What follows belongs to an exercise in optimizing a design on an open flow for small area; a production flow would make more cautious choices. For this run, only the layout was checked, not whether the RTL still works. Power is estimated from default activity; no workload was simulated.

## flow/config.mk

```make
export PLATFORM = sky130hd
export DESIGN_NAME = FP_MUL
export DESIGN_NICKNAME = FP_MUL
export VERILOG_FILES = /design/flow/design.v
export SDC_FILE = /design/flow/constraint.sdc
export NUM_CORES = 8
export LEC_CHECK = 0
export CAP_MARGIN = 20
export CORE_MARGIN = 2
export CORE_UTILIZATION = 40
export SLEW_MARGIN = 20
```

## flow/constraint.sdc

```tcl
create_clock -name core_clock -period 10.0 [get_ports {CLK}]
set_input_delay 2.0000 -clock core_clock [delete_from_list [all_inputs] [get_ports {CLK}]]
set_output_delay 2.0000 -clock core_clock [all_outputs]
set_load 0.01 [all_outputs]
```

## flow/design.v

```verilog
`timescale 1ns/10ps
module FP_MUL(CLK, RESET, ENABLE, DATA_IN, DATA_OUT, READY);
input        CLK;
input        RESET;
input        ENABLE;
input  [7:0] DATA_IN;
output [7:0] DATA_OUT;
output       READY;
reg  [5:0]  cnt;
reg  [63:0] A_reg;
reg  [63:0] B_reg;
reg  [52:0] Xn;           
reg         p105;
reg         one, two, neg;    
reg         cb1, cb2;         
wire [52:0] X = ~Xn;
wire ld_a = (cnt >= 6'd1)  && (cnt <= 6'd8);
wire ld_b = (cnt >= 6'd9)  && (cnt <= 6'd16);
wire rnd  = (cnt == 6'd44);
always @(posedge CLK or posedge RESET)
	if (RESET)
		cnt <= 6'd0;
	else if (cnt == 6'd57)
		cnt <= 6'd0;
	else
		cnt <= cnt + 6'd1;
always @(posedge CLK)
	if (ld_a)
		A_reg <= {DATA_IN, A_reg[63:8]};
reg b1, b0, bm, dv;
always @* begin
	b1 = B_reg[3];
	b0 = B_reg[2];
	bm = B_reg[1];
	dv = (cnt >= 6'd16) && (cnt <= 6'd42);
	if (cnt == 6'd16) begin
		b1 = B_reg[9];
		b0 = B_reg[8];
		bm = 1'b0;
	end
	if (cnt == 6'd42) begin
		b1 = 1'b0;
		b0 = 1'b1;
	end
end
always @(posedge CLK) begin
	one <= dv & (b0 ^ bm);
	two <= dv & ((b1 & ~b0 & ~bm) | (~b1 & b0 & bm));
	neg <= dv & b1 & ~(b0 & bm);
end
wire [53:0] ma  = {1'b0, 1'b1, A_reg[51:0]};
wire [53:0] sel = ({54{one}} & ma) | ({54{two}} & {ma[52:0], 1'b0});
wire [54:0] pp  = {neg, sel ^ {54{neg}}};
localparam M1 = 20;
localparam M2 = 38;
wire [54:0] xs = {X[52], X[52], X[52:0]};
wire k1x   = cb1 & (&X[M2-3:M1-2]);
wire c51   = (&X[50:M2-1]) & ((cb2 & k1x) | ((cb2 | k1x) & X[M2-2]));
wire p105n = X[51] ^ c51;
wire cr  = B_reg[51] & B_reg[50] & (p105n | B_reg[49]);
wire cin = neg | (rnd & cr);
wire [55:0] c;
wire [54:0] s;
wire e0a, k0a, h0a, e1a, k1a, h1a;
wire e0b, k0b, h0b, e1b, k1b, h1b;
assign c[0] = cin;
genvar k;
generate
	for (k = 0; k < 55; k = k + 1) begin : g_add
		if (k != M1-2 && k != M1-1 && k != M2-2 && k != M2-1) begin : g_fa
			assign s[k]   = xs[k] ^ pp[k] ^ c[k];
			assign c[k+1] = (xs[k] & pp[k]) | (xs[k] & c[k]) | (pp[k] & c[k]);
		end
	end
endgenerate
assign e0a = xs[M1-2] ^ pp[M1-2] ^ cb1;
assign k0a = (xs[M1-2] & pp[M1-2]) | (xs[M1-2] & cb1) | (pp[M1-2] & cb1);
assign s[M1-2] = e0a ^ c[M1-2];
assign h0a = e0a & c[M1-2];
assign e1a = xs[M1-1] ^ pp[M1-1] ^ k0a;
assign k1a = (xs[M1-1] & pp[M1-1]) | (xs[M1-1] & k0a) | (pp[M1-1] & k0a);
assign s[M1-1] = e1a ^ h0a;
assign h1a = e1a & h0a;
assign c[M1] = k1a;
assign c[M1-1] = 1'b0;
assign e0b = xs[M2-2] ^ pp[M2-2] ^ cb2;
assign k0b = (xs[M2-2] & pp[M2-2]) | (xs[M2-2] & cb2) | (pp[M2-2] & cb2);
assign s[M2-2] = e0b ^ c[M2-2];
assign h0b = e0b & c[M2-2];
assign e1b = xs[M2-1] ^ pp[M2-1] ^ k0b;
assign k1b = (xs[M2-1] & pp[M2-1]) | (xs[M2-1] & k0b) | (pp[M2-1] & k0b);
assign s[M2-1] = e1b ^ h0b;
assign h1b = e1b & h0b;
assign c[M2] = k1b;
assign c[M2-1] = 1'b0;
always @(posedge CLK or posedge RESET)
	if (RESET) begin
		cb1 <= 1'b0;
		cb2 <= 1'b0;
	end else begin
		cb1 <= h1a;
		cb2 <= h1b;
	end
always @(posedge CLK or posedge RESET)
	if (RESET)
		Xn[52:34] <= {19{1'b1}};
	else
		Xn[52:34] <= ~s[54:36];
always @(posedge CLK)
	Xn[33:0] <= ~s[35:2];
always @(posedge CLK)
	if (ld_b)
		B_reg <= {DATA_IN, B_reg[63:8]};
	else
		B_reg[51:0] <= {s[1:0], B_reg[51:2]};
always @(posedge CLK)
	if (rnd)
		p105 <= p105n;
wire [104:0] R  = {X, B_reg[51:0]};
wire [2:0]   j  = cnt[2:0] - 3'd1;      
wire [10:0]  E  = A_reg[62:52] + B_reg[62:52] + 11'h401 + {10'd0, p105};
wire         sg = A_reg[63] ^ B_reg[63];
reg [8:0] w;
always @*
	case (j)
		3'd1: w = R[86 +: 9];
		3'd2: w = R[76 +: 9];
		3'd3: w = R[66 +: 9];
		3'd4: w = R[56 +: 9];
		3'd5: w = R[46 +: 9];
		3'd6: w = R[36 +: 9];
		default: w = R[26 +: 9];
	endcase
wire [7:0] fb = p105 ? w[8:1] : w[7:0];
wire [1:0] lo = p105 ? {R[28], R[27] ^ R[26]}
                     : {R[27] ^ (R[26] & R[25]), R[26] ^ R[25]};
reg [7:0] dout;
always @*
	case (j)
		3'd0: dout = {sg, E[10:4]};
		3'd1: dout = {E[3:0], fb[3:0]};
		3'd7: dout = {fb[7:2], lo};
		default: dout = fb;
	endcase
assign READY    = (cnt >= 6'd49) && (cnt <= 6'd56);
assign DATA_OUT = dout;
endmodule
```

## flow/flow/run.sh

```bash
#!/bin/bash
# Standard layout, unchanged (used to inspect the work folder).
bash standard.sh > standard.log 2>&1
```

## flow/standard.sh

```bash
#!/bin/bash
# synth_recipe.tcl (not shown) runs the flow's synth.tcl, then flattens the netlist and writes it again
# the make line also repeats each setting of config.mk as NAME=value (left out here)
make -C /OpenROAD-flow-scripts/flow DESIGN_CONFIG=/design/flow/config.mk WORK_HOME=/design/flow/orfs CLKGATE_MAP_FILE= SYNTH_SCRIPT=/design/flow/synth_recipe.tcl "${@:-finish}"
```

==> run notes <==
- Multiplexer fraction of the synthesized cell area: under 10%
- Die extent in x: between 150 and 200 µm
- CP startpoint kind: flip-flop
- Required time at the worst-slack endpoint: ~10,000 ps
- Initial antenna violation count: 0
- Minimum setup slack in the final design: roughly 660 ps
- Post-synthesis cell count: ~740
- Final Max Tran Viols: 0
- Flip-flop count of the largest register, all copies and words added: 64
- Wirelength per Cell: between 15 and 20 µm
- Headroom to the max-slew limit: approximately half
- Placer Congestion: around 0.95
- Yosys reg bits: 192
- Core Region: 0.02340 mm²
- Estimated wirelength of the detail-placed design: ~15,000 µm
- Outcome: finished clean
- Area growth from synthesis to layout: 11.24%
- Cell at the root of the clock tree: sky130_fd_sc_hd__clkbuf_16
- Synthesized Nets: roughly 840
- Antenna diode count: 0
- Die outline height: about 160 µm
- Final count of negative-setup-slack endpoints: 0
- Hold Slack: approximately 450 ps
- Power after layout: approximately 2300 µW
- Crit-path max cell delay: between 600 and 700 ps
- Area leader, netlist: sky130_fd_sc_hd__edfxtp_1
- Worst-path fanout max: 9
- H-tree levels: 4
- Simple-gate share of the synthesized area: ~5.1%
- Standard-cell rows: 56
- Compound-gate portion of the synthesized area: roughly 11%
- Number of warning messages in the yosys log: 1
- Total iterations of the first detailed-routing run: 5
- Clock tree from TritonCTS: yes
- Final clock skew: 12.75 ps
- Synth Area in Adders: between 15 and 20%
- Antenna-violating nets left: 0
- Global-route usage over all layers: 17.50%
- Remaining design rule violation count: 0
- Global-route wire length before repair: around 33,000 µm
- Fmax: between 0.1 and 0.15 GHz
- Net count reported at finish: ~840
- Vias: 5,806
- Post-route clock period utilization: between 90% and 100%
- Hold Violations, Final: 0
- Parity-gate share of the synthesized area counting xor and xnor cells: 7.197%
- Critical Path Most Common Cell: sky130_fd_sc_hd__fa_1
- TritonCTS Buffers: 17
- Power per cell area: ~210 mW/mm²
- Number of gates resized after cts: 0
- Filler-free cell count of the finished design: 1,079
- Type of the worst setup path: flip-flop to flip-flop
- Clock transition time at the flip-flop clock pins of the worst setup and hold paths: roughly 80 ps
- Most frequent cells in the layout: sky130_fd_sc_hd__dfxtp_1 (87), sky130_fd_sc_hd__edfxtp_1 (77), sky130_fd_sc_hd__xor2_1 (59)
- TritonCTS Sinks: about 190
- Number of placed instances, taps included: around 1,000
- Post-synth EDFFs: 77
- Grt ovf: 0
- Max stage delay cell, worst path: sky130_fd_sc_hd__nor4_1
- Ratio of cells with drive above 1 in the final layout: 16.05%
- Worst-skew pair later-pin latency: about 440 ps
- Number of buffers on the longest clock path: 2
- Mean Syn Cell Area: roughly 13 µm²
- Detailed Route WL: just over 20,000 µm
- Number of top-level pins: 20
- Number of distinct library cells after synthesis: 58
- Worst Tran Pin Value: between 700 and 800 ps
- Final Critical Period: a little over 9000 ps
- Setup crit end kind: flip-flop
- Part of the Yosys area used for sequential elements: 50.29%
- Reported leakage power: approximately 0.0037 µW
- Predominant post-synthesis flop cell: sky130_fd_sc_hd__dfxtp_1
- Count of routing violations after the opening detailed-route iteration: approximately 520
- Largest family of logic cells by synthesized area: adder cells
- Post-CTS setup-driven buffer insertion count: 0
- Worst min path class: flip-flop to flip-flop
- Crit path arrival time: between 9000 and 10,000 ps
- Share of flip-flops with an asynchronous set or reset: 14.06%
- Placement-stage worst setup slack: between 700 and 800 ps
- Total negative setup slack: 0 ps
- Proportion of netlist area held by the largest area contributor: about 24%
- Mapped Area: roughly 0.0095 mm²
- Ranking of synthesized cells by area: sky130_fd_sc_hd__edfxtp_1 (24%), sky130_fd_sc_hd__dfxtp_1 (19%), sky130_fd_sc_hd__fa_1 (12%), sky130_fd_sc_hd__mux2_2 (6.3%), sky130_fd_sc_hd__xor2_1 (5.4%)
- Starting Density: roughly 40%
- Max-capacitance violation count: 0
- Unrepaired setup endpoints after global routing: no
- Number of hold-repair buffers added at the cts stage: 0
- Via count of the first global-routing pass: approximately 6,000
- Worst vdd rail ir drop: around 0.13 mV
- Most common library cell in the layout ignoring fill and taps: sky130_fd_sc_hd__dfxtp_1
- Via count normalized by instance count: ~5.4
- Count of input and output buffers: 18
- Die area: roughly 0.025 mm²
- Maximum number of pins on one net before global-route repair: 53
## metrics by stage
stage	util (%)	instance area, µm²
3_5_place_dp	42.64	9980
4_1_cts	45.12	10560
6_report	45.12	10560
3_3_place_gp	42.64	9980
2_1_floorplan	-	9492
5_1_grt	45.12	10560
## worst max-delay path: cells and delay by family, from the launching register on
family                     cells  cell delay (ps)
adders and majority gates     21             6900
and+or+nand+nor                2             1210
buffers and inverters          5              530
DFF                            1              480
AOI/OAI and AO/OA              1              160
## final timing paths
path / from / to / slack [ps] / depth (start not counted)
worst min register to register: B_reg[60] / B_reg[52] / 450 / 0
worst min-delay path: B_reg[60] / B_reg[52] / 450 / 0
worst max-delay path: cnt[0] / Xn[17] / 660 / 29
min in group asynchronous: RESET / cnt[2] / 1960 / 2
worst max register to register: cnt[0] / Xn[17] / 660 / 29
max in group asynchronous: RESET / cb2 / 7620 / 2
## layer usage
| layer | up-vias | wire length (µm) | global-route usage, % |
|---|---|---|---|
| met2 | 174 | 10070 | 28.65 |
| li1 | 2694 | - | - |
| met1 | 2914 | 8863 | 23.51 |
| met3 | 24 | 1116 | 3.887 |
| met4 | 0 | 279 | 4.762 |
| met5 | - | 0 | 0 |
## cell usage after synthesis, drive strengths merged (10+ instances only)
library cell / instances
a22oi: 54
buf: 13
nor3: 11
o21ai: 15
a211oi: 10
fa: 55
dfxtp: 88
xor2: 60
edfxtp: 77
a21oi: 17
ha: 31
mux2: 54
clkbuf: 26
xnor2: 15
nand2: 20
dfstp: 19
nor2: 29
inv: 40
## layout make-up
cell class / count / area, µm²
clock buffers: 23 / 511.7
clock inverters: 9 / 67.56
fillers: 2159 / 12840
inverters: 41 / 153.9
multi-input cells: 467 / 4397
flip-flops and latches: 192 / 4775
well taps: 319 / 399.1
repair buffers: 28 / 255.2
## power breakdown
group          switching (µW)  leakage (µW)  total [µW]  internal, µW
combinational             132       0.00172         302           169
sequential                214       0.00173        1280          1070
clock                     305      0.000285         671           365
## cells by family (layout without fill, tap and decap cells)
group                      after synthesis  count (layout)
AOI/OAI and AO/OA                      147             147
xor gates and xnor gates                75              75
adders and majority gates               86              86
buffers and inverters                   80             101
DFF                                    192             192
muxes                                   60              60
and+or+nand+nor                         99              99

==> port drivers added, routing unchanged <==
In the flow no input, the clock included, has a driving cell. The finished layout below was timed again as built, in two steps. Step 1 sets driving cells, clkbuf_16 on the clock port and buf_2 on the other inputs (assumed; they add their load-dependent delay and slew). Step 2 times the ports against the registers' clock, not the clock port: input delays grow and output delays shrink by t, the midpoint of the rising clock arrivals with the driver on. a / b / c = no drivers / after step 1 / after step 2; a / b = the first two.
shift t [ns]: 0.483
setup slack, ns: 0.656 / 0.656 / 0.656
latest minus earliest clock arrival (ns): 0.014 / 0.014
pins driven straight from the clock port: 1
After both steps setup and hold are still met in this run. The setup slack of this run moves by 0.000 ns with the drivers and by 0.000 ns with both steps.
